From an optimization exercise on the open Yosys and OpenROAD flow, aimed at small area and a short achievable clock period; shortcuts taken in it are not production practice.
Only simulation tests tie the RTL to the original design; equivalence was not proved.
Power is estimated from default activity; no workload was simulated.

==> flow/design.v <==
module mac_add16 (
  input  logic [15:0] x, y,
  output logic [15:0] s,
  output logic        co
);
  wire [15:0] g = x & y;
  wire [15:0] p = x ^ y;
  wire G1_1 = g[1] | (p[1] & g[0]);
  wire P1_1 = p[1] & p[0];
  wire G1_3 = g[3] | (p[3] & g[2]);
  wire P1_3 = p[3] & p[2];
  wire G1_5 = g[5] | (p[5] & g[4]);
  wire P1_5 = p[5] & p[4];
  wire G1_7 = g[7] | (p[7] & g[6]);
  wire P1_7 = p[7] & p[6];
  wire G1_9 = g[9] | (p[9] & g[8]);
  wire P1_9 = p[9] & p[8];
  wire G1_11 = g[11] | (p[11] & g[10]);
  wire P1_11 = p[11] & p[10];
  wire G1_13 = g[13] | (p[13] & g[12]);
  wire P1_13 = p[13] & p[12];
  wire G1_15 = g[15] | (p[15] & g[14]);
  wire P1_15 = p[15] & p[14];
  wire G2_2 = g[2] | (p[2] & G1_1);
  wire P2_2 = p[2] & P1_1;
  wire G2_3 = G1_3 | (P1_3 & G1_1);
  wire P2_3 = P1_3 & P1_1;
  wire G2_6 = g[6] | (p[6] & G1_5);
  wire P2_6 = p[6] & P1_5;
  wire G2_7 = G1_7 | (P1_7 & G1_5);
  wire P2_7 = P1_7 & P1_5;
  wire G2_10 = g[10] | (p[10] & G1_9);
  wire P2_10 = p[10] & P1_9;
  wire G2_11 = G1_11 | (P1_11 & G1_9);
  wire P2_11 = P1_11 & P1_9;
  wire G2_14 = g[14] | (p[14] & G1_13);
  wire P2_14 = p[14] & P1_13;
  wire G2_15 = G1_15 | (P1_15 & G1_13);
  wire P2_15 = P1_15 & P1_13;
  wire G4_4 = g[4] | (p[4] & G2_3);
  wire P4_4 = p[4] & P2_3;
  wire G4_5 = G1_5 | (P1_5 & G2_3);
  wire P4_5 = P1_5 & P2_3;
  wire G4_6 = G2_6 | (P2_6 & G2_3);
  wire P4_6 = P2_6 & P2_3;
  wire G4_7 = G2_7 | (P2_7 & G2_3);
  wire P4_7 = P2_7 & P2_3;
  wire G4_12 = g[12] | (p[12] & G2_11);
  wire P4_12 = p[12] & P2_11;
  wire G4_13 = G1_13 | (P1_13 & G2_11);
  wire P4_13 = P1_13 & P2_11;
  wire G4_14 = G2_14 | (P2_14 & G2_11);
  wire P4_14 = P2_14 & P2_11;
  wire G4_15 = G2_15 | (P2_15 & G2_11);
  wire P4_15 = P2_15 & P2_11;
  wire G8_8 = g[8] | (p[8] & G4_7);
  wire P8_8 = p[8] & P4_7;
  wire G8_9 = G1_9 | (P1_9 & G4_7);
  wire P8_9 = P1_9 & P4_7;
  wire G8_10 = G2_10 | (P2_10 & G4_7);
  wire P8_10 = P2_10 & P4_7;
  wire G8_11 = G2_11 | (P2_11 & G4_7);
  wire P8_11 = P2_11 & P4_7;
  wire G8_12 = G4_12 | (P4_12 & G4_7);
  wire P8_12 = P4_12 & P4_7;
  wire G8_13 = G4_13 | (P4_13 & G4_7);
  wire P8_13 = P4_13 & P4_7;
  wire G8_14 = G4_14 | (P4_14 & G4_7);
  wire P8_14 = P4_14 & P4_7;
  wire G8_15 = G4_15 | (P4_15 & G4_7);
  wire P8_15 = P4_15 & P4_7;
  assign s[0] = p[0];
  assign s[1] = p[1] ^ g[0];
  assign s[2] = p[2] ^ G1_1;
  assign s[3] = p[3] ^ G2_2;
  assign s[4] = p[4] ^ G2_3;
  assign s[5] = p[5] ^ G4_4;
  assign s[6] = p[6] ^ G4_5;
  assign s[7] = p[7] ^ G4_6;
  assign s[8] = p[8] ^ G4_7;
  assign s[9] = p[9] ^ G8_8;
  assign s[10] = p[10] ^ G8_9;
  assign s[11] = p[11] ^ G8_10;
  assign s[12] = p[12] ^ G8_11;
  assign s[13] = p[13] ^ G8_12;
  assign s[14] = p[14] ^ G8_13;
  assign s[15] = p[15] ^ G8_14;
  assign co = G8_15;
endmodule
module mac (
  input  logic clk,
  input  logic zero,       
  input  logic [7:0] a,    
  input  logic [7:0] b,    
  output logic [31:0] accumulate
);
  logic [15:0] lo_q, hi_q;
  logic up_q, dn_q;
  logic [15:0] hi_v, lo, hi;
  always_comb begin
    for (int i = 0; i < 16; i++) begin
      hi_v[i] = hi_q[i] ^ ((up_q & (&(hi_q | (16'hffff << i)))) |
                           (dn_q & ~(|(hi_q & ~(16'hffff << i)))));
    end
  end
  assign lo = lo_q & {16{~zero}};
  assign hi = hi_v & {16{~zero}};
  assign accumulate = {hi, lo};
  wire pp1 = a[0] & b[0];
  wire pp2 = a[0] & b[1];
  wire pp3 = a[0] & b[2];
  wire pp4 = a[0] & b[3];
  wire pp5 = a[0] & b[4];
  wire pp6 = a[0] & b[5];
  wire pp7 = a[0] & b[6];
  wire pp8 = ~(a[0] & b[7]);
  wire pp9 = a[1] & b[0];
  wire pp10 = a[1] & b[1];
  wire pp11 = a[1] & b[2];
  wire pp12 = a[1] & b[3];
  wire pp13 = a[1] & b[4];
  wire pp14 = a[1] & b[5];
  wire pp15 = a[1] & b[6];
  wire pp16 = ~(a[1] & b[7]);
  wire pp17 = a[2] & b[0];
  wire pp18 = a[2] & b[1];
  wire pp19 = a[2] & b[2];
  wire pp20 = a[2] & b[3];
  wire pp21 = a[2] & b[4];
  wire pp22 = a[2] & b[5];
  wire pp23 = a[2] & b[6];
  wire pp24 = ~(a[2] & b[7]);
  wire pp25 = a[3] & b[0];
  wire pp26 = a[3] & b[1];
  wire pp27 = a[3] & b[2];
  wire pp28 = a[3] & b[3];
  wire pp29 = a[3] & b[4];
  wire pp30 = a[3] & b[5];
  wire pp31 = a[3] & b[6];
  wire pp32 = ~(a[3] & b[7]);
  wire pp33 = a[4] & b[0];
  wire pp34 = a[4] & b[1];
  wire pp35 = a[4] & b[2];
  wire pp36 = a[4] & b[3];
  wire pp37 = a[4] & b[4];
  wire pp38 = a[4] & b[5];
  wire pp39 = a[4] & b[6];
  wire pp40 = ~(a[4] & b[7]);
  wire pp41 = a[5] & b[0];
  wire pp42 = a[5] & b[1];
  wire pp43 = a[5] & b[2];
  wire pp44 = a[5] & b[3];
  wire pp45 = a[5] & b[4];
  wire pp46 = a[5] & b[5];
  wire pp47 = a[5] & b[6];
  wire pp48 = ~(a[5] & b[7]);
  wire pp49 = a[6] & b[0];
  wire pp50 = a[6] & b[1];
  wire pp51 = a[6] & b[2];
  wire pp52 = a[6] & b[3];
  wire pp53 = a[6] & b[4];
  wire pp54 = a[6] & b[5];
  wire pp55 = a[6] & b[6];
  wire pp56 = ~(a[6] & b[7]);
  wire pp57 = ~(a[7] & b[0]);
  wire pp58 = ~(a[7] & b[1]);
  wire pp59 = ~(a[7] & b[2]);
  wire pp60 = ~(a[7] & b[3]);
  wire pp61 = ~(a[7] & b[4]);
  wire pp62 = ~(a[7] & b[5]);
  wire pp63 = ~(a[7] & b[6]);
  wire pp64 = a[7] & b[7];
  wire s65 = lo[5] ^ pp6;
  wire c66 = lo[5] & pp6;
  wire s67 = lo[6] ^ pp7 ^ pp14;
  wire c68 = (lo[6] & pp7) | (lo[6] & pp14) | (pp7 & pp14);
  wire s69 = pp21 ^ pp28;
  wire c70 = pp21 & pp28;
  wire s71 = lo[7] ^ pp8 ^ pp15;
  wire c72 = (lo[7] & pp8) | (lo[7] & pp15) | (pp8 & pp15);
  wire s73 = pp22 ^ pp29 ^ pp36;
  wire c74 = (pp22 & pp29) | (pp22 & pp36) | (pp29 & pp36);
  wire s75 = pp43 ^ pp50;
  wire c76 = pp43 & pp50;
  wire s77 = 1'b1 ^ lo[8] ^ pp16;
  wire c78 = (1'b1 & lo[8]) | (1'b1 & pp16) | (lo[8] & pp16);
  wire s79 = pp23 ^ pp30 ^ pp37;
  wire c80 = (pp23 & pp30) | (pp23 & pp37) | (pp30 & pp37);
  wire s81 = pp44 ^ pp51 ^ pp58;
  wire c82 = (pp44 & pp51) | (pp44 & pp58) | (pp51 & pp58);
  wire s83 = lo[9] ^ pp24 ^ pp31;
  wire c84 = (lo[9] & pp24) | (lo[9] & pp31) | (pp24 & pp31);
  wire s85 = pp38 ^ pp45 ^ pp52;
  wire c86 = (pp38 & pp45) | (pp38 & pp52) | (pp45 & pp52);
  wire s87 = lo[10] ^ pp32 ^ pp39;
  wire c88 = (lo[10] & pp32) | (lo[10] & pp39) | (pp32 & pp39);
  wire s89 = lo[3] ^ pp4;
  wire c90 = lo[3] & pp4;
  wire s91 = lo[4] ^ pp5 ^ pp12;
  wire c92 = (lo[4] & pp5) | (lo[4] & pp12) | (pp5 & pp12);
  wire s93 = pp19 ^ pp26;
  wire c94 = pp19 & pp26;
  wire s95 = pp13 ^ pp20 ^ pp27;
  wire c96 = (pp13 & pp20) | (pp13 & pp27) | (pp20 & pp27);
  wire s97 = pp34 ^ pp41 ^ s65;
  wire c98 = (pp34 & pp41) | (pp34 & s65) | (pp41 & s65);
  wire s99 = pp35 ^ pp42 ^ pp49;
  wire c100 = (pp35 & pp42) | (pp35 & pp49) | (pp42 & pp49);
  wire s101 = c66 ^ s69 ^ s67;
  wire c102 = (c66 & s69) | (c66 & s67) | (s69 & s67);
  wire s103 = pp57 ^ c70 ^ s75;
  wire c104 = (pp57 & c70) | (pp57 & s75) | (c70 & s75);
  wire s105 = c68 ^ s71 ^ s73;
  wire c106 = (c68 & s71) | (c68 & s73) | (s71 & s73);
  wire s107 = c76 ^ c72 ^ c74;
  wire c108 = (c76 & c72) | (c76 & c74) | (c72 & c74);
  wire s109 = s77 ^ s79 ^ s81;
  wire c110 = (s77 & s79) | (s77 & s81) | (s79 & s81);
  wire s111 = pp59 ^ c78 ^ c80;
  wire c112 = (pp59 & c78) | (pp59 & c80) | (c78 & c80);
  wire s113 = c82 ^ s83 ^ s85;
  wire c114 = (c82 & s83) | (c82 & s85) | (s83 & s85);
  wire s115 = pp46 ^ pp53 ^ pp60;
  wire c116 = (pp46 & pp53) | (pp46 & pp60) | (pp53 & pp60);
  wire s117 = c84 ^ c86 ^ s87;
  wire c118 = (c84 & c86) | (c84 & s87) | (c86 & s87);
  wire s119 = lo[11] ^ pp40 ^ pp47;
  wire c120 = (lo[11] & pp40) | (lo[11] & pp47) | (pp40 & pp47);
  wire s121 = pp54 ^ pp61 ^ c88;
  wire c122 = (pp54 & pp61) | (pp54 & c88) | (pp61 & c88);
  wire s123 = lo[12] ^ pp48 ^ pp55;
  wire c124 = (lo[12] & pp48) | (lo[12] & pp55) | (pp48 & pp55);
  wire s125 = lo[2] ^ pp3;
  wire c126 = lo[2] & pp3;
  wire s127 = pp11 ^ pp18 ^ pp25;
  wire c128 = (pp11 & pp18) | (pp11 & pp25) | (pp18 & pp25);
  wire s129 = pp33 ^ c90 ^ s93;
  wire c130 = (pp33 & c90) | (pp33 & s93) | (c90 & s93);
  wire s131 = c94 ^ c92 ^ s95;
  wire c132 = (c94 & c92) | (c94 & s95) | (c92 & s95);
  wire s133 = c96 ^ s99 ^ c98;
  wire c134 = (c96 & s99) | (c96 & c98) | (s99 & c98);
  wire s135 = c100 ^ s103 ^ c102;
  wire c136 = (c100 & s103) | (c100 & c102) | (s103 & c102);
  wire s137 = c104 ^ c106 ^ s107;
  wire c138 = (c104 & c106) | (c104 & s107) | (c106 & s107);
  wire s139 = c108 ^ c110 ^ s111;
  wire c140 = (c108 & c110) | (c108 & s111) | (c110 & s111);
  wire s141 = s115 ^ c112 ^ c114;
  wire c142 = (s115 & c112) | (s115 & c114) | (c112 & c114);
  wire s143 = c116 ^ s119 ^ c118;
  wire c144 = (c116 & s119) | (c116 & c118) | (s119 & c118);
  wire s145 = pp62 ^ c120 ^ s123;
  wire c146 = (pp62 & c120) | (pp62 & s123) | (c120 & s123);
  wire s147 = lo[13] ^ pp56 ^ pp63;
  wire c148 = (lo[13] & pp56) | (lo[13] & pp63) | (pp56 & pp63);
  wire s149 = lo[1] ^ pp2;
  wire c150 = lo[1] & pp2;
  wire s151 = pp10 ^ pp17 ^ s125;
  wire c152 = (pp10 & pp17) | (pp10 & s125) | (pp17 & s125);
  wire s153 = c126 ^ s89 ^ s127;
  wire c154 = (c126 & s89) | (c126 & s127) | (s89 & s127);
  wire s155 = c128 ^ s91 ^ s129;
  wire c156 = (c128 & s91) | (c128 & s129) | (s91 & s129);
  wire s157 = c130 ^ s97 ^ s131;
  wire c158 = (c130 & s97) | (c130 & s131) | (s97 & s131);
  wire s159 = c132 ^ s101 ^ s133;
  wire c160 = (c132 & s101) | (c132 & s133) | (s101 & s133);
  wire s161 = s105 ^ c134 ^ s135;
  wire c162 = (s105 & c134) | (s105 & s135) | (c134 & s135);
  wire s163 = s109 ^ c136 ^ s137;
  wire c164 = (s109 & c136) | (s109 & s137) | (c136 & s137);
  wire s165 = s113 ^ c138 ^ s139;
  wire c166 = (s113 & c138) | (s113 & s139) | (c138 & s139);
  wire s167 = s117 ^ c140 ^ s141;
  wire c168 = (s117 & c140) | (s117 & s141) | (c140 & s141);
  wire s169 = s121 ^ c142 ^ s143;
  wire c170 = (s121 & c142) | (s121 & s143) | (c142 & s143);
  wire s171 = c122 ^ s145 ^ c144;
  wire c172 = (c122 & s145) | (c122 & c144) | (s145 & c144);
  wire s173 = c124 ^ s147 ^ c146;
  wire c174 = (c124 & s147) | (c124 & c146) | (s147 & c146);
  wire s175 = lo[14] ^ pp64 ^ c148;
  wire c176 = (lo[14] & pp64) | (lo[14] & c148) | (pp64 & c148);
  wire s177 = 1'b1 ^ lo[15];
  wire c178 = 1'b1 & lo[15];
  wire [15:0] ra = {c176, c174, c172, c170, c168, c166, c164, c162, c160, c158, c156, c154, c152, c150, s149, lo[0]};
  wire [15:0] rb = {s177, s175, s173, s171, s169, s167, s165, s163, s161, s159, s157, s155, s153, s151, pp9, pp1};
  wire [15:0] sum;
  wire c16;
  mac_add16 u_add (.x(ra), .y(rb), .s(sum), .co(c16));
  wire t16 = c178;
  always_ff @(posedge clk) begin
    lo_q <= sum;
    hi_q <= hi;
    up_q <= c16 & t16;
    dn_q <= ~c16 & ~t16;
  end
endmodule
module systolic_array #(
  parameter int ROW_DIM = 4
) (
  input logic clk, rst,
  input logic en, clear,
  input logic signed [7:0] row0_in, row1_in, row2_in, row3_in,
  input logic signed [7:0] col0_in, col1_in, col2_in, col3_in,
  output logic signed [31:0] mac00, mac01, mac02, mac03,  
  output logic signed [31:0] mac10, mac11, mac12, mac13,
  output logic signed [31:0] mac20, mac21, mac22, mac23,
  output logic signed [31:0] mac30, mac31, mac32, mac33
);
  logic [7:0] x1 [4], x2 [4], x3 [4];
  logic [3:1] valid;
  logic [7:0] col_in [4];
  assign col_in[0] = col0_in;
  assign col_in[1] = col1_in;
  assign col_in[2] = col2_in;
  assign col_in[3] = col3_in;
  always_ff @(posedge clk or posedge rst) begin
    if (rst) valid <= '0;
    else if (clear) valid <= '0;
    else if (en) valid <= {valid[2:1], 1'b1};
  end
  logic zero;
  always_ff @(posedge clk or posedge rst) begin
    if (rst) zero <= 1'b1;
    else zero <= clear | (zero & ~en);
  end
  always_ff @(posedge clk) begin
    if (en) begin
      for (int c = 0; c < 4; c++) begin
        x1[c] <= col_in[c];
        x2[c] <= x1[c];
        x3[c] <= x2[c];
      end
    end
  end
  logic [7:0] a0, a1, a2, a3;
  assign a0 = row0_in & {8{en}};
  assign a1 = row1_in & {8{en}};
  assign a2 = row2_in & {8{en}};
  assign a3 = row3_in & {8{en}};
  logic [7:0] b1 [4], b2 [4], b3 [4];
  always_comb begin
    for (int c = 0; c < 4; c++) begin
      b1[c] = x1[c] & {8{valid[1]}};
      b2[c] = x2[c] & {8{valid[2]}};
      b3[c] = x3[c] & {8{valid[3]}};
    end
  end
  mac u00 (.clk, .zero, .a(a0), .b(col0_in), .accumulate(mac00));
  mac u01 (.clk, .zero, .a(a1), .b(b1[0]),   .accumulate(mac01));
  mac u02 (.clk, .zero, .a(a2), .b(b2[0]),   .accumulate(mac02));
  mac u03 (.clk, .zero, .a(a3), .b(b3[0]),   .accumulate(mac03));
  mac u10 (.clk, .zero, .a(a0), .b(col1_in), .accumulate(mac10));
  mac u11 (.clk, .zero, .a(a1), .b(b1[1]),   .accumulate(mac11));
  mac u12 (.clk, .zero, .a(a2), .b(b2[1]),   .accumulate(mac12));
  mac u13 (.clk, .zero, .a(a3), .b(b3[1]),   .accumulate(mac13));
  mac u20 (.clk, .zero, .a(a0), .b(col2_in), .accumulate(mac20));
  mac u21 (.clk, .zero, .a(a1), .b(b1[2]),   .accumulate(mac21));
  mac u22 (.clk, .zero, .a(a2), .b(b2[2]),   .accumulate(mac22));
  mac u23 (.clk, .zero, .a(a3), .b(b3[2]),   .accumulate(mac23));
  mac u30 (.clk, .zero, .a(a0), .b(col3_in), .accumulate(mac30));
  mac u31 (.clk, .zero, .a(a1), .b(b1[3]),   .accumulate(mac31));
  mac u32 (.clk, .zero, .a(a2), .b(b2[3]),   .accumulate(mac32));
  mac u33 (.clk, .zero, .a(a3), .b(b3[3]),   .accumulate(mac33));
endmodule
==> flow/flow/run.sh <==
#!/bin/bash
# Standard ORFS layout with three changes:
#  - after the standard synthesis, full adders are re-polarised (flow/fapol.py)
#    to drop most of the inverters Yosys leaves between them;
#  - input ports are buffered with buf_4 (flow/pre_place.tcl) and output
#    ports with buf_1, instead of the default buffer cell.
# Each tool's output goes to a log file of its own in this folder.
set -euo pipefail
R=orfs/results/${FLOW_PLATFORM}/systolic_array/base
bash standard.sh synth > synth.log 2>&1
python3 flow/fapol.py $R/1_2_yosys.v $R/1_2_yosys_pol.v > fapol.log 2>&1
cp $R/1_2_yosys.v 1_2_yosys_std.v
mv $R/1_2_yosys_pol.v $R/1_2_yosys.v
rm -f $R/1_synth.odb $R/1_synth.sdc
export PRE_GLOBAL_PLACE_TCL=$PWD/flow/pre_place.tcl
export POST_GLOBAL_PLACE_TCL=$PWD/flow/post_place.tcl
export BUFFER_PORTS_ARGS="-outputs -buffer_cell sky130_fd_sc_hd__buf_1"
bash standard.sh finish > layout.log 2>&1
==> flow/flow/fapol.py <==
#!/usr/bin/env python3
"""Re-polarise full adders in a flat sky130hd Yosys netlist.

A full adder is self-dual: FA(~a,~b,~c) = (~sum, ~cout).  Yosys's extract_fa
leaves many inverters between adders; this flips adders (inverting all their
inputs and outputs) where that lowers the number of inverters needed, then
rebuilds the inverters: one per signal that some load needs inverted.
usage: fapol.py IN.v OUT.v"""
import re, sys
from collections import defaultdict

src = open(sys.argv[1]).read()
m = re.search(r'^module\s+(\S+)\s*\((.*?)\);', src, re.S | re.M)
top_ports = set(p.strip() for p in m.group(2).split(','))
inst_re = re.compile(r'^(\s*)(sky130_fd_sc_hd__\w+)\s+(\S+)\s*\((.*?)\);\n', re.S | re.M)
pin_re = re.compile(r'\.(\w+)\(\s*(.*?)\s*\)(?=\s*,|\s*$)', re.S)

OUTS = {'X', 'Y', 'Q', 'Q_N', 'SUM', 'COUT', 'HI', 'LO'}
insts = []          # dicts: type, name, pins(dict), span
for mm in inst_re.finditer(src):
    pins = {k: v.strip() for k, v in pin_re.findall(mm.group(4))}
    insts.append(dict(type=mm.group(2), name=mm.group(3), pins=pins, span=mm.span(), indent=mm.group(1)))

driver = {}
loads = defaultdict(list)   # net -> [(inst_idx, pin)]
for i, c in enumerate(insts):
    for p, n in c['pins'].items():
        if p in OUTS:
            driver[n] = (i, p)
        else:
            loads[n].append((i, p))

def is_inv(c):
    return c['type'] in ('sky130_fd_sc_hd__inv_1', 'sky130_fd_sc_hd__inv_2', 'sky130_fd_sc_hd__clkinv_1')

assigned = set()
for am in re.finditer(r'^\s*assign\s+(.*?)\s*=\s*(.*?);', src, re.M):
    assigned.add(am.group(1).strip()); assigned.add(am.group(2).strip())

def portlike(n):
    base = n.split('[')[0].strip()
    return base in top_ports or n in assigned or base in assigned

# removable inverters: input driven by a non-inverter cell, output not portlike
rem = set()
for i, c in enumerate(insts):
    if is_inv(c):
        a, y = c['pins']['A'], c['pins']['Y']
        d = driver.get(a)
        if d is None or is_inv(insts[d[0]]) or portlike(y) or portlike(a):
            continue
        # keep inverters that feed other inverters (chains) as they are
        if any(is_inv(insts[j]) for j, _ in loads[y]):
            continue
        rem.add(i)

# consumers per root: root = net driven by non-inverter (or anything not removed)
# need list entries: (inst_idx, pin, pol) with pol relative to root
need = defaultdict(list)
for n, ls in list(loads.items()):
    d = driver.get(n)
    if d is not None and d[0] in rem:
        continue   # handled through the inverter below
    for (j, p) in ls:
        if j in rem:
            continue
        need[n].append((j, p, 0))
for i in rem:
    a, y = insts[i]['pins']['A'], insts[i]['pins']['Y']
    for (j, p) in loads[y]:
        need[a].append((j, p, 1))

FA = [i for i, c in enumerate(insts) if c['type'].startswith('sky130_fd_sc_hd__fa_')]
isfa = set(FA)
flip = {i: 0 for i in FA}
# simple gates that can invert their output by swapping to the complementary
# cell: type -> (complement type, output pin map, area change)
P = 'sky130_fd_sc_hd__'
COMP = {
    P + 'and2_1': (P + 'nand2_1', ('X', 'Y'), -2.5024),
    P + 'nand2_1': (P + 'and2_1', ('Y', 'X'), 2.5024),
    P + 'or2_1': (P + 'nor2_1', ('X', 'Y'), -2.5024),
    P + 'nor2_1': (P + 'or2_1', ('Y', 'X'), 2.5024),
    P + 'and3_1': (P + 'nand3_1', ('X', 'Y'), -1.2512),
    P + 'nand3_1': (P + 'and3_1', ('Y', 'X'), 1.2512),
    P + 'xor2_1': (P + 'xnor2_1', ('X', 'Y'), 0.0),
    P + 'xnor2_1': (P + 'xor2_1', ('Y', 'X'), 0.0),
}
GATES = [i for i, c in enumerate(insts) if c['type'] in COMP]
gflip = {i: 0 for i in GATES}
INV_AREA = 3.7536

def gate_roots(i):
    c = insts[i]
    return {c['pins'][p] for p in c['pins'] if p in OUTS}

def gdelta(i):
    return COMP[insts[i]['type']][2] if gflip[i] else 0.0

for i in FA:
    for p in ('A', 'B', 'CIN'):
        n = insts[i]['pins'][p]
        if n.startswith("1'") or n not in need and driver.get(n) is None:
            flip[i] = None   # constant or undriven input: leave alone

def phys(r):
    d = driver.get(r)
    if d and d[0] in isfa and flip.get(d[0]):
        return 1
    if d and d[0] in gflip and gflip[d[0]]:
        return 1
    return 0

def root_cost(r):
    ph = phys(r)
    for (j, p, q) in need[r]:
        want = q ^ (flip[j] if j in isfa and flip[j] else 0)
        if want != ph:
            return 1
    return 0

def roots_of(i):
    rs = set()
    c = insts[i]
    for p in ('A', 'B', 'CIN'):
        rs.add(inroot[(i, p)])
    for p in ('SUM', 'COUT'):
        if p in c['pins']:
            rs.add(c['pins'][p])
    return rs

inroot = {}
for r, lst in need.items():
    for (j, p, q) in lst:
        inroot[(j, p)] = r
for i in FA:
    for p in ('A', 'B', 'CIN'):
        if (i, p) not in inroot:
            flip[i] = None

total0 = sum(root_cost(r) for r in need)
improved = True
rounds = 0
while improved and rounds < 50:
    improved = False; rounds += 1
    for i in FA:
        if flip[i] is None:
            continue
        # compound move: flip the adder and every swappable gate driving it
        gs = []
        for pn in ('A', 'B', 'CIN'):
            d = driver.get(inroot[(i, pn)])
            if d and d[0] in gflip and all(r in need for r in gate_roots(d[0])):
                gs.append(d[0])
        gs = sorted(set(gs))
        for move in ([], gs):
            rs = set(roots_of(i))
            for g in move:
                rs |= gate_roots(g)
            before = INV_AREA * sum(root_cost(r) for r in rs) + sum(gdelta(g) for g in move)
            flip[i] ^= 1
            for g in move:
                gflip[g] ^= 1
            after = INV_AREA * sum(root_cost(r) for r in rs) + sum(gdelta(g) for g in move)
            if after < before - 1e-9:
                improved = True
                break
            flip[i] ^= 1
            for g in move:
                gflip[g] ^= 1
# simulated annealing on top of the greedy result, now also over the gates
improved = True
while improved:
    improved = False
    for i in GATES:
        rs = gate_roots(i)
        if not all(r in need for r in rs):
            continue
        before = INV_AREA * sum(root_cost(r) for r in rs) + gdelta(i)
        gflip[i] ^= 1
        after = INV_AREA * sum(root_cost(r) for r in rs) + gdelta(i)
        if after < before - 1e-9:
            improved = True
        else:
            gflip[i] ^= 1
    for i in FA:
        if flip[i] is None:
            continue
        # compound move: flip the adder and every swappable gate driving it
        gs = []
        for pn in ('A', 'B', 'CIN'):
            d = driver.get(inroot[(i, pn)])
            if d and d[0] in gflip and all(r in need for r in gate_roots(d[0])):
                gs.append(d[0])
        gs = sorted(set(gs))
        for move in ([], gs):
            rs = set(roots_of(i))
            for g in move:
                rs |= gate_roots(g)
            before = INV_AREA * sum(root_cost(r) for r in rs) + sum(gdelta(g) for g in move)
            flip[i] ^= 1
            for g in move:
                gflip[g] ^= 1
            after = INV_AREA * sum(root_cost(r) for r in rs) + sum(gdelta(g) for g in move)
            if after < before - 1e-9:
                improved = True
                break
            flip[i] ^= 1
            for g in move:
                gflip[g] ^= 1
import random, math
rng = random.Random(1)
cand = [i for i in FA if flip[i] is not None]
rootsets = {i: roots_of(i) for i in cand}
cur = sum(root_cost(r) for r in need)
best = cur; best_flip = dict(flip)
T = 2.0
steps = 200 * len(cand)
for step in range(steps):
    i = rng.choice(cand)
    rs = rootsets[i]
    before = sum(root_cost(r) for r in rs)
    flip[i] ^= 1
    d = sum(root_cost(r) for r in rs) - before
    if d <= 0 or rng.random() < math.exp(-d / T):
        cur += d
        if cur < best:
            best = cur; best_flip = dict(flip)
    else:
        flip[i] ^= 1
    T = max(0.05, 2.0 * (1 - step / steps))
flip = best_flip
total1 = sum(root_cost(r) for r in need)
print(f"inverters removable {len(rem)}; roots needing an inverter {total0} -> {total1}; "
      f"flipped {sum(1 for v in flip.values() if v)} of {len(FA)}", file=sys.stderr)

# rebuild: for each root, physical polarity ph; loads wanting ~ph get net inv_<k>
newpins = {i: dict(c['pins']) for i, c in enumerate(insts)}
new_invs = []
k = 0
for r, lst in need.items():
    ph = phys(r)
    wrong = []
    for (j, p, q) in lst:
        if (q ^ (flip[j] if j in isfa and flip[j] else 0)) != ph:
            wrong.append((j, p))
        else:
            newpins[j][p] = r
    if not wrong:
        continue
    k += 1
    nn = f"_fapol_{k}_"
    new_invs.append((f"_fapol_inv_{k}_", r, nn))
    for (j, p) in wrong:
        newpins[j][p] = nn
def esc(n):
    return n + " " if n.startswith("\\") else n

# flipped FA outputs keep their net names (they now carry the complement)
out = []
pos = 0
wires = []
for i, c in enumerate(insts):
    s, e = c['span']
    out.append(src[pos:s]); pos = e
    if i in rem:
        continue
    pins = newpins[i]
    if i in gflip and gflip[i]:
        ct, (po, pn), _ = COMP[c['type']]
        pins = {(pn if k == po else k): v for k, v in pins.items()}
        c = dict(c); c['type'] = ct
    body = ",\n".join(f"{c['indent']}    .{p}({esc(n)})" for p, n in pins.items())
    out.append(f"{c['indent']}{c['type']} {c['name']} (\n{body}\n{c['indent']}  );\n")
out.append(src[pos:])
txt = "".join(out)
decl = "".join(f"  wire {nn};\n" for _, _, nn in new_invs)
cells = "".join(f"  sky130_fd_sc_hd__inv_1 {name} (\n    .A({esc(r)}),\n    .Y({nn})\n  );\n" for name, r, nn in new_invs)
idx = txt.rindex("endmodule")
txt = txt[:idx] + cells + txt[idx:]
# declare wires right after the port list
mm = re.search(r'^module\s+\S+\s*\(.*?\);\n', txt, re.S | re.M)
txt = txt[:mm.end()] + decl + txt[mm.end():]
open(sys.argv[2], 'w').write(txt)
print(f"removed {len(rem)} inverters, added {len(new_invs)}; swapped {sum(gflip.values())} gates "
      f"(area change {sum(gdelta(i) for i in GATES):.1f})", file=sys.stderr)
==> flow/flow/post_place.tcl <==
# Undo the dont_touch of pre_place.tcl once global placement is done, so that
# later steps treat the input buffers like any other cell.
foreach inst [get_cells -filter "ref_name == sky130_fd_sc_hd__buf_4"] {
  unset_dont_touch $inst
}
==> flow/flow/pre_place.tcl <==
# Remove synthesis buffers (as the timing-driven placement does) and buffer
# the input ports here with buf_4; global_place.tcl then buffers the outputs.
# The input buffers are marked dont_touch so that the timing-driven
# placement's remove_buffers keeps them.
remove_buffers
buffer_ports -inputs -buffer_cell sky130_fd_sc_hd__buf_4
foreach inst [get_cells -filter "ref_name == sky130_fd_sc_hd__buf_4"] {
  set_dont_touch $inst
}
==> flow/standard.sh <==
#!/bin/bash
# synth_recipe.tcl (not shown) runs the flow's synth.tcl, then flattens the netlist and writes it again
# the make line also repeats each setting of config.mk as NAME=value (left out here)
make -C /OpenROAD-flow-scripts/flow DESIGN_CONFIG=/design/flow/config.mk WORK_HOME=/design/flow/orfs CLKGATE_MAP_FILE= SYNTH_SCRIPT=/design/flow/synth_recipe.tcl "${@:-finish}"
==> flow/config.mk <==
export PLATFORM = sky130hd
export DESIGN_NAME = systolic_array
export DESIGN_NICKNAME = systolic_array
export VERILOG_FILES = /design/flow/design.v
export SDC_FILE = /design/flow/constraint.sdc
export NUM_CORES = 4
export LEC_CHECK = 0
export CAP_MARGIN = 20
export CORE_MARGIN = 2
export CORE_UTILIZATION = 40
export SETUP_SLACK_MARGIN = 3.5
export SLEW_MARGIN = 20
export SYNTH_HIERARCHICAL = 1
==> flow/constraint.sdc <==
create_clock -name core_clock -period 9.0 [get_ports {clk}]
set_input_delay 1.8000 -clock core_clock [delete_from_list [all_inputs] [get_ports {clk}]]
set_output_delay 1.8000 -clock core_clock [all_outputs]
set_load 0.01 [all_outputs]
==> results of run 1 <==
==> power breakdown <==
group / switching (uW) / total, uW / internal (uW)
sequential: 1020 / 5010 / 3990
clock: 1480 / 3870 / 2400
combinational: 5970 / 10800 / 4870
total: 8470 / 19700 / 11300
==> stage by stage <==
stage | cells | utilization
after global placement | 8693 | 0.434
after detailed placement | 8693 | 0.434
after floorplan | 6250 | -
final | 8937 | 0.461
after CTS | 8905 | 0.458
after global routing | 8933 | 0.461
==> cell type report <==
type | instances | area (um^2) | share of cell area
multi-input cells | 4859 | 45900 | 0.647
flip-flops and latches | 644 | 13900 | 0.196
repair buffers | 632 | 3160 | 0.0446
clock buffers | 123 | 2580 | 0.0364
well taps | 2044 | 2560 | 0.0361
inverters | 594 | 2230 | 0.0315
clock inverters | 37 | 599 | 0.00846
diodes | 4 | 10.0 | 0.000141
==> worst max-delay path by stage <==
stage,from,end,cells past startpoint
finish,en,u02.lo_q[14],14
global route,en,u22.lo_q[14],14
CTS,zero,u31.lo_q[14],14
detailed placement,en,u20.lo_q[14],15
global placement,en,u20.lo_q[14],15
floorplan,en,u02.lo_q[14],15
==> layer usage <==
metal	share of wire	wire, um	global-route usage	vias to the layer above
li1	-	-	-	21958
met1	0.41	75400	0.290	23598
met2	0.48	87900	0.384	1327
met3	0.068	12400	0.0485	311
met4	0.038	7020	0.0808	8
met5	0.00026	48	0	-
==> cells in the final DEF (no fill, tap or decap), types with 18 or more instances in the layout <==
cell type  instances
fa_1             810
inv_1            594
and2_1           584
nand2_1          583
dfxtp_1          544
buf_1            512
ha_1             332
nor2_1           324
nor2b_1          304
nor3_1           224
xor2_1           160
nand4_1          112
a21oi_1          110
buf_4             98
edfxtp_1          96
clkbuf_16         95
mux2_1            80
nand2b_1          80
xnor2_1           80
a21o_1            65
and2_4            50
o21ai_0           50
nor4_1            48
a32oi_1           48
a31oi_1           48
and2_2            42
ha_4              36
mux2i_1           34
a21oi_2           34
mux2_4            32
o21a_1            32
nor3b_1           32
and4_1            32
a21o_2            32
and3_1            26
nand2_2           25
fa_2              22
and3_4            22
clkbuf_8          18
==> what timing repair did <==
action,in CTS,in global routing
setup buffers,16,21
gates resized for setup,9,15
setup endpoints to repair,147,42
cloned,36,7
pin swaps,32,13
==> results.toml, run 1 <==
[setup_path]
worst-path-buf-inv = 2
start_kind = "input pin"
path_common_cell = "fa_1"
worstSetupEndpointType = "flip-flop"
path_class = "input pin to flip-flop"
rr_endpoint = "u30.lo_q[14]"
critical-path-top-delay-family = "adder cells"
rr_startpoint = "zero"
worstPathRequired_ps = 9630
arrival_ps = 6070
reg2reg_depth = 13
critPathMaxStageDelay_ps = 520
critPathSlowestCell = "fa_1"
ff2ff_setup_slack_ps = 3650
worstPathMaxFanout = 32
crit_chain = "buf_16, and2_4, and2_1, fa_1, fa_1, fa_1, inv_1, fa_1, ha_4, and3_4, and2_1, a221o_1, a2111oi_2, a2111o_1"

[die]
dieHeight_um = 397
fp-row-count = 144
core_area_um2 = 154000
start_util = 0.402
die_w_um = 397
ios = 580
die-area_um2 = 158000

[worst_hold_path]
hold_class = "flip-flop to flip-flop"
min_path_cells = 0
min_from = "x2[0][2]"
hold_end = "x3[0][2]"

[power]
p_per_area_nw_per_um2 = 278
leakagePower_uw = 0.0308
total_power_uw = 19700
ir_drop_mv = 0.263

[placed_design]
place_area_um2 = 66700
io_buffers = 579
dp_hpwl_um = 131000
post-place-ws_ps = 2040

[grt]
grt_max_degree = 180
antenna_found_initial = 15
grt_pass1_wl_um = 282000
track_usage = 0.229
grt_pass1_vias = 48525
grt_overflow_total = 0

[sta]
setup_violations = 0
hold_violations = 0
rsz0062_at_grt = "true"
max_freq_ghz = 0.184
finalCritPeriodShare = 0.605
skew_ps = 34.2
worst_slack_ps = 3560
timing.hold.ws_ps = 442
setup-tns-final_ps = 0
worstMarginPinSlew_ps = 1060
relSlewSlack = 0.296
drv_slew = 0
fin_crit_ps = 5440

[cts]
root_buffer = "clkbuf_16"
clkTransAtPathRegs_ps = 60
clk_latency_ps = 700
cts_tree = "done"
clk_path_buf_depth = 3
numCtsBuffers = 85
htree_levels = 3
clock_sinks = 644
cts_hold_buf = 0

[detailed_routing]
viasPerCell = 5.28
drc = 0
dr.pass1.iters = 7
wl_per_cell_um = 20.5
drtIter0Drc = 2551
ant_nets = 0
routed_wl_um = 183000
vias = 47202

[yosys]
synth_cells = 6250
syn_area_um2 = 61900
avgSynthCellArea_um2 = 9.90
syn_nets = 7518
yosysWarningCount = 22

[layout]
top_regs = "x1 (32), x2 (32), x3 (32)"
final_area_um2 = 70900
area_growth_pct = 14.6
drive_above_1_share = 0.109
fillers = 14727
finalNetCount = 8084

[outcome]
outcome = "complete, no violations"

[flow_run]
maxCapViolations = 0
==> inputs of run 2 (changes only) <==
--- a/flow/config.mk
+++ b/flow/config.mk
@@ -9,3 +9,4 @@
 export CORE_MARGIN = 2
-export CORE_UTILIZATION = 40
+export CORE_UTILIZATION = 62
+export CTS_BUF_LIST = sky130_fd_sc_hd__clkbuf_4 sky130_fd_sc_hd__clkbuf_8
 export SETUP_SLACK_MARGIN = 3.5
==> run 2 against run 1 <==
  * Worst hold slack gained 37 ps
  * Flip-flop and latch count did not move
  * Fmax is 0.46% lower
  * Final cell count is 8.1% lower
  * Clock power shrank 17%
  * Area after synthesis stayed put
  * Critical path depth stayed put
  * Critical path type unchanged
  * Clock skew up 15 ps
  * Global-route usage up 9.6 points
  * Still clean on timing, DRC and antenna
  * Power is 4.1% lower
==> results.toml, run 2 <==
[detailed_routing]
vias = 47629
wl_met3_um = 13200
dr.pass1.iters = 7
ant_nets = 0
viasPerCell = 5.80
wl_per_cell_um = 20.4
drc = 0
dr.max_layer_used = "met5"
routed_wl_um = 167000
wl_met2_um = 79900
drtIter0Drc = 2817
met1_length_um = 66200

[die]
start_util = 0.627
fp-row-count = 115
core_area_um2 = 98700
dieHeight_um = 320
die-area_um2 = 102000
ios = 580
die_w_um = 320

[setup_path]
path_class = "input pin to flip-flop"
rr_startpoint = "zero"
path_common_cell = "fa_1"
start_kind = "input pin"
rr_endpoint = "u12.lo_q[14]"
worstPathMaxFanout = 45
arrival_ps = 6220
worstPathRequired_ps = 9750
ff2ff_setup_slack_ps = 3600
crit_chain = "buf_16, and2_4, buf_4, and2_1, fa_1, fa_1, fa_1, fa_1, ha_1, and3_4, and2_1, a221o_1, a2111oi_2, a2111o_1"
reg2reg_depth = 13
worstSetupEndpointType = "flip-flop"
critPathSlowestCell = "fa_1"
critPathMaxStageDelay_ps = 510

[cts]
cts_hold_buf = 0
clk_latency_ps = 810
clkTransAtPathRegs_ps = 70
numCtsBuffers = 119
htree_levels = 3
clk_path_buf_depth = 3
root_buffer = "clkbuf_8"
clock_sinks = 644
cts_tree = "done"

[grt]
grt_overflow_total = 0
grt_pass1_vias = 48315
grt_max_degree = 216
antenna_found_initial = 9
grt_pass1_wl_um = 262000
track_usage = 0.325

[power]
ir_drop_mv = 0.237
p_per_area_nw_per_um2 = 274
leakagePower_uw = 0.0304

[layout]
finalNetCount = 8088
top_regs = "x1 (32), x2 (32), x3 (32)"
area_growth_pct = 11.5
final_common_cell = "fa_1"
fillers = 7941
drive_above_1_share = 0.113
layout_common_cells = "fa_1 (812), inv_1 (594), and2_1 (584), nand2_1 (583), dfxtp_1 (544)"
layout.cells.non_filler = 8213
register_area_um2 = 13900
multiInputGateArea_um2 = 45800

[worst_hold_path]
hold_end = "x2[2][0]"
min_from = "x1[2][0]"
min_path_cells = 0
hold_class = "flip-flop to flip-flop"

[placed_design]
dp_hpwl_um = 120000
dp.cells = 7934
post-place-ws_ps = 2090
io_buffers = 579

[sta]
setup_violations = 0
drv_slew = 0
hold_violations = 0
skew_ps = 49.7
rsz0062_at_grt = "true"
finalCritPeriodShare = 0.607
worstMarginPinSlew_ps = 1010
max_freq_ghz = 0.183
fin_crit_ps = 5470
setup-tns-final_ps = 0
worst_slack_ps = 3530
relSlewSlack = 0.326

[yosys]
avgSynthCellArea_um2 = 9.90
synth_cells = 6250
yosysWarningCount = 22
syn_nets = 7518
syn_area_um2 = 61900

[flow_run]
maxCapViolations = 0

[outcome]
outcome = "complete, no violations"
run 2: power breakdown:
part           internal [uW]  switching [uW]  total (uW)
sequential              3990            1000        4990
combinational           4810            5890       10700
clock                   1860            1360        3230
total                  10700            8260       18900
run 2: worst max path at each step:
stage / end / start / slack (ps) / depth (start not counted)
6_report: u10.lo_q[14] / en / 3530 / 14
2_1_floorplan: u02.lo_q[14] / en / 3190 / 15
3_5_place_dp: u22.lo_q[14] / en / 2090 / 14
3_3_place_gp: u02.lo_q[14] / en / 2220 / 14
5_1_grt: u12.lo_q[14] / zero / 3460 / 13
4_1_cts: u22.lo_q[14] / en / 3560 / 14
run 2: what timing repair did:
| item | CTS | global route |
|---|---|---|
| setup endpoints to repair | 112 | 25 |
| setup buffers | 0 | 13 |
| pin swaps | 29 | 15 |
| gates resized for setup | 4 | 2 |
| gates cloned | 28 | 11 |
run 2: per-stage QoR:
step	hold slack, ps	instance area (um^2)	total power [uW]	util
final	478	69000	18900	0.699
after global routing	476	69000	20400	0.699
after CTS	476	68700	19000	0.696
after detailed placement	461	65800	15600	0.666
after global placement	457	65800	15400	0.666
after floorplan	418	62700	13400	-
run 2: layout make-up:
type                       instances  share of cell area
multi-input combinational       4861               0.664
sequential                       644               0.201
timing repair buffer             600              0.0390
inverter                         594              0.0323
clock buffer                     174              0.0321
tap                             1287              0.0234
clock inverter                    45             0.00726
antenna                            8            0.000290
run 2: worst max-delay path, delay by kind of cell:
kind                       cells  cell delay, ps
adders and majority gates      5            2180
AOI/OAI and AO/OA              3             860
and+or+nand+nor                4             850
buffers and inverters          2             420
run 2: routing by layer:
| layer | vias to the layer above | global-route usage |
|---|---|---|
| met5 | - | 0 |
| met4 | 4 | 0.139 |
| met1 | 23560 | 0.409 |
| li1 | 21995 | - |
| met2 | 1656 | 0.541 |
| met3 | 414 | 0.0709 |
==> inputs of run 3 (changes only) <==
--- a/flow/config.mk
+++ b/flow/config.mk
@@ -11,3 +11,3 @@
 export CTS_BUF_LIST = sky130_fd_sc_hd__clkbuf_4 sky130_fd_sc_hd__clkbuf_8
-export SETUP_SLACK_MARGIN = 3.5
+export SETUP_SLACK_MARGIN = 3.9
 export SLEW_MARGIN = 20
==> run 3 against run 2 <==
  * Clock power is 5% higher
  * Register-to-register slack better by 370 ps
  * Flip-flop and latch count stayed put
  * Largest power group unchanged
  * Synthesized cell count stayed put
  * Core utilization is 3.2 points higher
==> results.toml, run 3 <==
[layout]
fillers = 7355
layout_common_cells = "fa_1 (748), inv_1 (590), and2_1 (571), dfxtp_1 (544), nand2_1 (534)"
finalNetCount = 8243
final_common_cell = "fa_1"
drive_above_1_share = 0.163
top_regs = "x1 (32), x2 (32), x3 (32)"
area_growth_pct = 16.6

[cts]
clock_sinks = 644
root_buffer = "clkbuf_8"
clkTransAtPathRegs_ps = 60
clk_path_buf_depth = 3
numCtsBuffers = 120
htree_levels = 3
cts_hold_buf = 0
clk_latency_ps = 820
cts_tree = "done"

[sta]
setup-tns-final_ps = 0
drv_slew = 0
rsz0062_at_grt = "true"
max_freq_ghz = 0.194
setup_violations = 0
timing.hold.ws_ps = 450
skew_ps = 26.4
worst_slack_ps = 3840
finalCritPeriodShare = 0.573
hold_violations = 0
worstMarginPinSlew_ps = 724
fin_crit_ps = 5160
relSlewSlack = 0.516

[detailed_routing]
dr.pass1.iters = 5
drc = 0
viasPerCell = 5.90
routed_wl_um = 181000
drtIter0Drc = 3536
vias = 49481
ant_nets = 0
wl_per_cell_um = 21.6

[grt]
grt_pass1_vias = 49718
track_usage = 0.345
grt_max_degree = 83
grt_overflow_total = 0
antenna_found_initial = 12
grt_pass1_wl_um = 276000

[die]
core_area_um2 = 98700
fp-row-count = 115
start_util = 0.627
die_w_um = 320
dieHeight_um = 320
die-area_um2 = 102000
ios = 580

[setup_path]
worstSetupEndpointType = "flip-flop"
worstPathRequired_ps = 9670
rr_endpoint = "u33.lo_q[14]"
critPathSlowestCell = "fa_2"
ff2ff_setup_slack_ps = 3970
arrival_ps = 5830
path_common_cell = "and2_4"
worst-path-buf-inv = 3
start_kind = "input pin"
reg2reg_depth = 12
worstPathMaxFanout = 10
path_class = "input pin to flip-flop"
rr_startpoint = "valid[3]"
critical-path-top-delay-family = "adder cells"
critPathMaxStageDelay_ps = 530
crit_chain = "buf_16, and2_4, buf_12, and2_4, fa_2, fa_2, inv_1, fa_1, fa_1, ha_1, and3_4, and2_4, a221oi_4, nor3_2, a2111o_1"

[yosys]
synth_cells = 6250
syn_nets = 7518
yosysWarningCount = 22
syn_area_um2 = 61900
avgSynthCellArea_um2 = 9.90

[power]
leakagePower_uw = 0.0315
p_per_area_nw_per_um2 = 275
ir_drop_mv = 0.248

[worst_hold_path]
hold_class = "flip-flop to flip-flop"
min_from = "x2[3][0]"
min_path_cells = 0
hold_end = "x3[3][0]"

[flow_run]
maxCapViolations = 0

[outcome]
outcome = "complete, no violations"

[placed_design]
dp_hpwl_um = 120000
post-place-ws_ps = 1970
io_buffers = 579
## run 3: repair_timing
| action | in CTS | in global routing |
|---|---|---|
| pin swaps | 33 | 144 |
| gates resized for setup | 24 | 158 |
| buffers inserted | 53 | 81 |
| setup endpoints to repair | 225 | 71 |
| gates cloned | 50 | 16 |
## run 3: worst max path at each step
| stage | start | end | slack [ps] | cells past startpoint |
|---|---|---|---|---|
| 6_report | en | u33.lo_q[14] | 3840 | 15 |
| 5_1_grt | en | u13.lo_q[14] | 3820 | 16 |
| 4_1_cts | en | u20.lo_q[14] | 3850 | 12 |
| 3_5_place_dp | en | u12.lo_q[14] | 1970 | 14 |
| 3_3_place_gp | en | u22.lo_q[14] | 2110 | 14 |
| 2_1_floorplan | en | u02.lo_q[14] | 3190 | 15 |
## run 3: area by class of cell
type / count / area (um^2) / area share
multi-input cells: 4876 / 47200 / 0.655
flip-flops and latches: 644 / 13900 / 0.192
repair buffers: 739 / 4310 / 0.0597
inverters: 594 / 2230 / 0.0309
clock buffers: 173 / 2210 / 0.0306
well taps: 1287 / 1610 / 0.0223
clock inverters: 53 / 657 / 0.00910
diodes: 14 / 35.0 / 0.000486
## run 3: power breakdown
group,internal (uW),leakage [uW],switching [uW]
Combinational,5230,0.0245,6230
Clock,2010,0.00151,1390
Sequential,3990,0.00548,1020
## run 3: stage by stage
step / total power (uW) / cell area [um^2] / std cells / utilization
5_1_grt: 21300 / 72100 / 8375 / 0.731
4_1_cts: 19300 / 70300 / 8269 / 0.712
3_3_place_gp: 15400 / 66300 / 7940 / 0.671
3_5_place_dp: 15700 / 66300 / 7940 / 0.671
2_1_floorplan: 13500 / 63200 / 6250 / -
6_report: 19900 / 72200 / 8380 / 0.731
## run 3: layer usage
metal  part of all wire  GRT usage  vias up
met5            0.00025          0        -
met4              0.049      0.142        6
met3              0.082     0.0662      499
met2               0.48      0.578     2033
met1               0.39      0.439    24615
li1                   -          -    22328
==> inputs of run 4 (changes only) <==
--- a/flow/config.mk
+++ b/flow/config.mk
@@ -11,3 +11,3 @@
 export CTS_BUF_LIST = sky130_fd_sc_hd__clkbuf_4 sky130_fd_sc_hd__clkbuf_8
-export SETUP_SLACK_MARGIN = 3.9
+export SETUP_SLACK_MARGIN = 4.1
 export SLEW_MARGIN = 20
==> run 4 against run 3 <==
  * Power rose by 2.1%
  * Via count is 1.6% higher
  * Highest routed layer unchanged
  * Clock skew is 8.5 ps higher
  * Die area is the same
  * Sequential share of layout area is 0.39 points lower
  * Largest cell class unchanged
  * Synthesized cell count did not move
==> results.toml, run 4 <==
[power]
ir_drop_mv = 0.237
p_per_area_nw_per_um2 = 275
leakagePower_uw = 0.0322
total_power_uw = 20300

[setup_path]
path_class = "input pin to flip-flop"
worstPathMaxFanout = 12
rr_startpoint = "zero"
worstPathRequired_ps = 9740
startpoint = "en"
start_kind = "input pin"
arrival_ps = 5920
ff2ff_setup_slack_ps = 4000
worstSetupEndpointType = "flip-flop"

[layout]
final_common_cell = "fa_1"
top_regs = "x1 (32), x2 (32), x3 (32)"
drive_above_1_share = 0.188
area_growth_pct = 19.0
fillers = 7250
layout_common_cells = "fa_1 (743), inv_1 (588), and2_1 (559), dfxtp_1 (544), nand2_1 (518)"
finalNetCount = 8368

[grt]
grt_pass1_vias = 49907
grt_pass1_wl_um = 280000
antenna_found_initial = 12
grt_overflow_total = 0
grt_max_degree = 97
track_usage = 0.350

[detailed_routing]
viasPerCell = 5.92
drtIter0Drc = 3417
drc = 0
wl_per_cell_um = 21.8
routed_wl_um = 185000
ant_nets = 0
vias = 50259
dr.pass1.iters = 8

[worst_hold_path]
min_from = "x2[3][4]"
hold_class = "flip-flop to flip-flop"

[yosys]
avgSynthCellArea_um2 = 9.90
syn_nets = 7518
yosysWarningCount = 22
syn_area_um2 = 61900
synth_cells = 6250

[sta]
relSlewSlack = 0.469
max_freq_ghz = 0.193
setup-tns-final_ps = 0
hold_violations = 0
finalCritPeriodShare = 0.576
timing.hold.ws_ps = 444
setup_violations = 0
skew_ps = 34.9
fin_crit_ps = 5180
drv_slew = 0
worstMarginPinSlew_ps = 795
rsz0062_at_grt = "true"

[die]
ios = 580
dieHeight_um = 320
die-area_um2 = 102000
core_area_um2 = 98700
fp-row-count = 115
start_util = 0.627
die_w_um = 320

[cts]
htree_levels = 3
cts_tree = "done"
numCtsBuffers = 118
clock_sinks = 644
clk_path_buf_depth = 3
clkTransAtPathRegs_ps = 70
root_buffer = "clkbuf_8"
clk_latency_ps = 810

[placed_design]
io_buffers = 579
dp_hpwl_um = 118000

[flow_run]
maxCapViolations = 0

[outcome]
outcome = "complete, no violations"
==> run 4: per-layer routing <==
| metal | part of all wire | up-vias | global-route usage |
|---|---|---|---|
| met2 | 0.47 | 2157 | 0.577 |
| met5 | 0.00031 | - | 0 |
| li1 | - | 22559 | - |
| met1 | 0.38 | 24974 | 0.437 |
| met4 | 0.053 | 8 | 0.149 |
| met3 | 0.095 | 561 | 0.0908 |
==> run 4: path summary, 6_finish.rpt <==
path / depth (start not counted) / end
worst max-delay path: 15 / u31.lo_q[14]
worst min-delay path: 0 / x3[3][4]
worst max register to register: 14 / u31.lo_q[14]
worst min register to register: 0 / x3[3][4]
max in group asynchronous: 2 / zero
min in group asynchronous: 2 / valid[1]
==> run 4: where the power goes <==
part / total [uW] / internal, uW / switching [uW]
Sequential: 5000 / 3990 / 1010
Combinational: 12000 / 5570 / 6460
Clock: 3260 / 1890 / 1370
Total: 20300 / 11500 / 8830
==> run 4: layout make-up <==
cell class	instances	area, um^2	share of cell area
Timing Repair Buffer	857	5340	0.0724
Tap cell	1287	1610	0.0219
Inverter	594	2230	0.0303
Multi-Input combinational cell	4885	47900	0.650
Antenna cell	11	27.5	0.000374
Sequential cell	644	13900	0.188
Clock buffer	177	2230	0.0303
Clock inverter	40	487	0.00661
==> run 4: through the flow <==
step / instance area (um^2) / std cells / util / setup slack, ps
after global placement: 66200 / 7934 / 0.671 / 2030
after CTS: 70900 / 8322 / 0.719 / 3960
after detailed placement: 66200 / 7934 / 0.671 / 1950
after floorplan: 63200 / 6250 / - / 3190
after global routing: 73600 / 8490 / 0.746 / 3840
final: 73700 / 8495 / 0.746 / 3820
==> run 4: worst max-delay path, stage by stage <==
cell       delay [ps]
buf_16            170
and2_4            240
buf_6             120
buf_4             100
nand2_2            40
fa_1              490
fa_2              360
fa_1              530
fa_1              460
ha_4              280
and3_4            200
and2_4            170
a221o_1           370
a2111oi_4         380
a2111o_1          170
==> run 4: timing repair <==
action,in CTS,in global routing
gates resized for setup,76,257
pin swaps,72,240
hold buffers,0,0
buffers inserted,111,146
cloned,60,16
endpoints found under the setup margin,383,112
==> inputs of run 5 (changes only) <==
--- a/flow/config.mk
+++ b/flow/config.mk
@@ -11,3 +11,3 @@
 export CTS_BUF_LIST = sky130_fd_sc_hd__clkbuf_4 sky130_fd_sc_hd__clkbuf_8
-export SETUP_SLACK_MARGIN = 4.1
+export SETUP_SLACK_MARGIN = 3.7
 export SLEW_MARGIN = 20
==> run 5 against run 4 <==
  * Flip-flop and latch count is the same
  * Power shrank 6.1%
  * Clock power is essentially flat
  * Via count shrank 4.6%
  * Count of clock-buffer cells in the layout grew 7
  * Critical path type unchanged
  * Critical endpoint is now u12.lo_q[14]
  * Largest cell class unchanged
==> results.toml, run 5 <==
[die]
dieHeight_um = 320
die_w_um = 320
ios = 580
start_util = 0.627
core_area_um2 = 98700
fp-row-count = 115
die-area_um2 = 102000

[layout]
area_growth_pct = 12.8
multiInputGateArea_um2 = 46300
top_regs = "x1 (32), x2 (32), x3 (32)"
register_area_um2 = 13900
finalNetCount = 8118
final_common_cell = "fa_1"
drive_above_1_share = 0.132
layout_common_cells = "fa_1 (796), inv_1 (594), and2_1 (584), dfxtp_1 (544), nand2_1 (539)"
fillers = 7831

[sta]
rsz0062_at_grt = "true"
finalCritPeriodShare = 0.585
fin_crit_ps = 5260
max_freq_ghz = 0.190
worst_slack_ps = 3740
drv_slew = 0
worstMarginPinSlew_ps = 808
setup-tns-final_ps = 0
setup_violations = 0
relSlewSlack = 0.461
skew_ps = 23.9
hold_violations = 0

[detailed_routing]
met1_length_um = 68600
wl_met2_um = 82100
wl_per_cell_um = 20.7
dr.pass1.iters = 6
drtIter0Drc = 3215
viasPerCell = 5.81
ant_nets = 0
dr.max_layer_used = "met5"
routed_wl_um = 170000
vias = 47926
wl_met3_um = 12800
drc = 0

[grt]
grt_max_degree = 120
grt_overflow_total = 0
track_usage = 0.333
grt_pass1_wl_um = 268000
grt_pass1_vias = 48961
antenna_found_initial = 7

[cts]
cts_tree = "done"
clk_latency_ps = 810
clock_sinks = 644
numCtsBuffers = 119
htree_levels = 3
root_buffer = "clkbuf_8"
clk_path_buf_depth = 3
clkTransAtPathRegs_ps = 60

[setup_path]
arrival_ps = 5940
worstPathMaxFanout = 27
path_class = "input pin to flip-flop"
worstPathRequired_ps = 9680
worstSetupEndpointType = "flip-flop"
start_kind = "input pin"

[flow_run]
maxCapViolations = 0

[yosys]
avgSynthCellArea_um2 = 9.90
syn_area_um2 = 61900
syn_nets = 7518
yosysWarningCount = 22
synth_cells = 6250

[placed_design]
post-place-ws_ps = 1980
io_buffers = 579
dp_hpwl_um = 120000

[outcome]
outcome = "complete, no violations"

[power]
leakagePower_uw = 0.0307
ir_drop_mv = 0.218
p_per_area_nw_per_um2 = 273

[worst_hold_path]
hold_class = "flip-flop to flip-flop"
run 5: routing by layer:
layer | GRT usage | vias to the layer above
met5 | 0 | -
met2 | 0.557 | 1626
met1 | 0.428 | 23889
met4 | 0.122 | 4
li1 | - | 22020
met3 | 0.0683 | 387
run 5: final timing paths:
check	start	endpoint	slack [ps]	cells after the start
setup reg to reg	zero	u11.lo_q[14]	3950	14
max in group asynchronous	rst	zero	7840	2
hold reg to reg	x1[3][5]	x2[3][5]	440	0
setup / recovery	en	u12.lo_q[14]	3740	16
hold / removal	x1[3][5]	x2[3][5]	440	0
min in group asynchronous	rst	valid[1]	930	2
run 5: per-stage QoR:
stage	area [um^2]	power, uW	instances	hold slack, ps	utilization
global placement	66200	15400	7938	425	0.671
detailed placement	66200	15600	7938	428	0.671
global route	69800	20500	8241	452	0.707
finish	69800	19100	8242	440	0.707
CTS	69600	19100	8218	440	0.705
floorplan	63200	13500	6250	418	-
run 5: power by group:
part           internal, uW  leakage (uW)  switching [uW]
Combinational          4860        0.0238            5950
Sequential             3990       0.00548            1010
Clock                  1860       0.00146            1390
run 5: repair_timing:
item / 4_1_cts / 5_1_grt
gates resized for setup: 13 / 11
buffers inserted: 23 / 13
setup endpoints to repair: 224 / 28
gates cloned: 37 / 5
hold buffers: 0 / 0
pin swaps: 32 / 8
run 5: area by class of cell:
type,instances,area share
timing repair buffer,630,0.0438
multi-input combinational,4861,0.663
antenna,6,0.000215
inverter,594,0.0319
tap,1287,0.0231
clock inverter,36,0.00543
sequential,644,0.199
clock buffer,184,0.0336
run 5: worst max-delay path, cell delays in order:
cell and delay, ps:
buf_16 150, and2_2 320, buf_4 190, and2_1 140, ha_1 270, inv_1 50
fa_1 370, fa_1 500, inv_1 50, fa_1 460, ha_1 370, and3_1 240
and2_1 190, a221oi_2 300, nor3_1 100, a2111o_1 390
==> inputs of run 6 (changes only) <==
--- a/flow/config.mk
+++ b/flow/config.mk
@@ -9,3 +9,3 @@
 export CORE_MARGIN = 2
-export CORE_UTILIZATION = 62
+export CORE_UTILIZATION = 70
 export CTS_BUF_LIST = sky130_fd_sc_hd__clkbuf_4 sky130_fd_sc_hd__clkbuf_8
==> run 6 against run 5 <==
  * Sequential power about the same
  * Via count increased by 1.7%
  * Die area is 11% lower
  * Largest power group unchanged
==> results.toml, run 6 <==
[flow_run]
maxCapViolations = 0

[power]
combPwrFrac = 0.570
power.switching_uw = 8470
leakagePower_uw = 0.0307
p_per_area_nw_per_um2 = 275
clkPwrFrac = 0.169
total_power_uw = 19200
p_int_uw = 10700
power_switching_share = 0.441
ir_drop_mv = 0.318
seq_power_share = 0.261

[grt]
grt_pass1_wl_um = 265000
grt_max_degree = 112
grt_pass1_vias = 49147
track_usage = 0.372
antenna_found_initial = 7
grt_overflow_total = 0

[detailed_routing]
wl_met3_um = 15700
routed_wl_um = 170000
ant_nets = 0
wl_per_cell_um = 21.0
dr.pass1.iters = 6
viasPerCell = 5.99
vias = 48739
wl_met2_um = 81800
met1_length_um = 63900
dr.max_layer_used = "met5"
drc = 0
drtIter0Drc = 3781

[layout]
layout_common_cells = "fa_1 (795), inv_1 (594), and2_1 (584), dfxtp_1 (544), nand2_1 (539)"
finalNetCount = 8130
fillers = 5998
top_regs = "x1 (32), x2 (32), x3 (32)"
final_common_cell = "fa_1"
area_growth_pct = 12.8
register_area_um2 = 13900
multiInputGateArea_um2 = 46300
postLayoutCoreUtil = 0.793
drive_above_1_share = 0.132

[sta]
max_freq_ghz = 0.190
skew_ps = 35.6
drv_slew = 0
setup_violations = 0
worstMarginPinSlew_ps = 778
fin_crit_ps = 5260
setup-tns-final_ps = 0
worst_slack_ps = 3740
relSlewSlack = 0.481
hold_violations = 0
rsz0062_at_grt = "true"
finalCritPeriodShare = 0.584

[cts]
cts_tree = "done"
root_buffer = "clkbuf_8"
clk_path_buf_depth = 3
numCtsBuffers = 116
clk_latency_ps = 790
clock_sinks = 644
clkTransAtPathRegs_ps = 70
htree_levels = 3

[yosys]
avgSynthCellArea_um2 = 9.90
syn_area_um2 = 61900
syn_nets = 7518
yosysWarningCount = 22
synth_cells = 6250

[setup_path]
arrival_ps = 5930
path_common_cell = "fa_1"
critical-path-top-delay-family = "adder cells"
worst-path-buf-inv = 1
worstSetupEndpointType = "flip-flop"
path_class = "input pin to flip-flop"
crit_chain = "clkbuf_16, and2_4, nand2_1, fa_1, fa_1, fa_1, fa_1, ha_1, and3_4, and2_4, a221oi_2, nor3_1, a2111o_1"
worstPathMaxFanout = 23
start_kind = "input pin"
critPathMaxStageDelay_ps = 520
critPathSlowestCell = "fa_1"
worstPathRequired_ps = 9680

[die]
ios = 580
fp-row-count = 109
dieHeight_um = 301
start_util = 0.703
die-area_um2 = 90800
die_w_um = 301
core_area_um2 = 88000

[placed_design]
io_buffers = 579
post-place-ws_ps = 2010
dp_hpwl_um = 119000

[outcome]
outcome = "complete, no violations"

[worst_hold_path]
hold_class = "flip-flop to flip-flop"
-- run 6: path summary, 6_finish.rpt --
| path | start | end | slack (ps) | depth (start not counted) |
|---|---|---|---|---|
| max in group asynchronous | rst | zero | 7820 | 2 |
| worst max-delay path | en | u31.lo_q[14] | 3740 | 13 |
| min in group asynchronous | rst | valid[2] | 950 | 2 |
| worst min-delay path | x2[3][5] | x3[3][5] | 450 | 0 |
| worst max register to register | zero | u33.lo_q[14] | 3830 | 14 |
| worst min register to register | x2[3][5] | x3[3][5] | 450 | 0 |
-- run 6: layout make-up --
type                    count  area share
repair buffers            646      0.0460
diodes                      6    0.000215
multi-input cells        4860       0.663
clock inverters            62     0.00963
clock buffers             156      0.0290
well taps                1165      0.0209
inverters                 594      0.0320
flip-flops and latches    644       0.199
-- run 6: through the flow --
step / hold WS, ps / instances / area, um^2
after floorplan: 418 / 6250 / 63200
after global placement: 422 / 7817 / 66100
after detailed placement: 427 / 7817 / 66100
after CTS: 445 / 8103 / 69500
after global routing: 461 / 8130 / 69800
final: 448 / 8133 / 69800
-- run 6: repair_timing --
action,in CTS,in global routing
pin swaps,32,12
hold buffers,0,0
setup endpoints to repair,177,27
gates resized for setup,10,15
setup buffers,34,17
cloned,34,7
-- run 6: power by group through the flow --
stage | logic (uW) | clock network, uW | registers (uW)
floorplan | 8960 | 0 | 4530
global placement | 10400 | 0 | 4970
detailed placement | 10700 | 0 | 5020
CTS | 10800 | 3290 | 4970
global route | 12100 | 3420 | 5150
finish | 11000 | 3250 | 5010
-- run 6: layer usage --
metal	global-route usage	vias up
met5	0	-
met4	0.175	6
met3	0.0927	526
met2	0.620	2064
met1	0.456	24068
li1	-	22075

[re-timing with driven ports]
The flow's constraints put no driver on any port. The routed layouts listed below were extracted and timed again, unchanged, in two steps.
Step 1 sets driving cells, clkbuf_16 on the clock port and buf_2 on the other inputs (assumed; they add their load-dependent delay and slew).
Step 2 adds t to the input delays and takes it off the output delays; t is the mean of the earliest and latest rising clock arrival at the registers after step 1. Input paths then give back, and output paths get back, about the clock's delay inside the block.
Slacks: no drivers / after step 1 / after step 2; pairs: no drivers / after step 1.
run | t, ns | setup WS [ns] | hold WS [ns] | slew at the worst register clock pin (ns) | worst data-port slew with drivers (ns)
run 1 | 0.758 | 3.559 / 3.301 / 2.543 | 0.442 / 0.442 / 0.442 | 0.07 / 0.07 | 0.37
run 2 | 0.861 | 3.533 / 3.286 / 2.425 | 0.478 / 0.478 / 0.478 | 0.07 / 0.07 | 0.35
run 3 | 0.873 | 3.843 / 3.339 / 2.467 | 0.450 / 0.450 / 0.450 | 0.07 / 0.07 | 0.66
run 4 | 0.865 | 3.820 / 3.198 / 2.333 | 0.444 / 0.444 / 0.444 | 0.08 / 0.08 | 0.88
run 5 | 0.875 | 3.737 / 3.530 / 2.655 | 0.440 / 0.440 / 0.440 | 0.08 / 0.08 | 0.31
run 6 | 0.849 | 3.742 / 3.458 / 2.609 | 0.448 / 0.448 / 0.448 | 0.07 / 0.07 | 0.36
After both steps setup and hold are still met in every run listed. The setup slack of run 4, which loses most, moves by -0.622 ns with the drivers and by -1.487 ns with both steps.
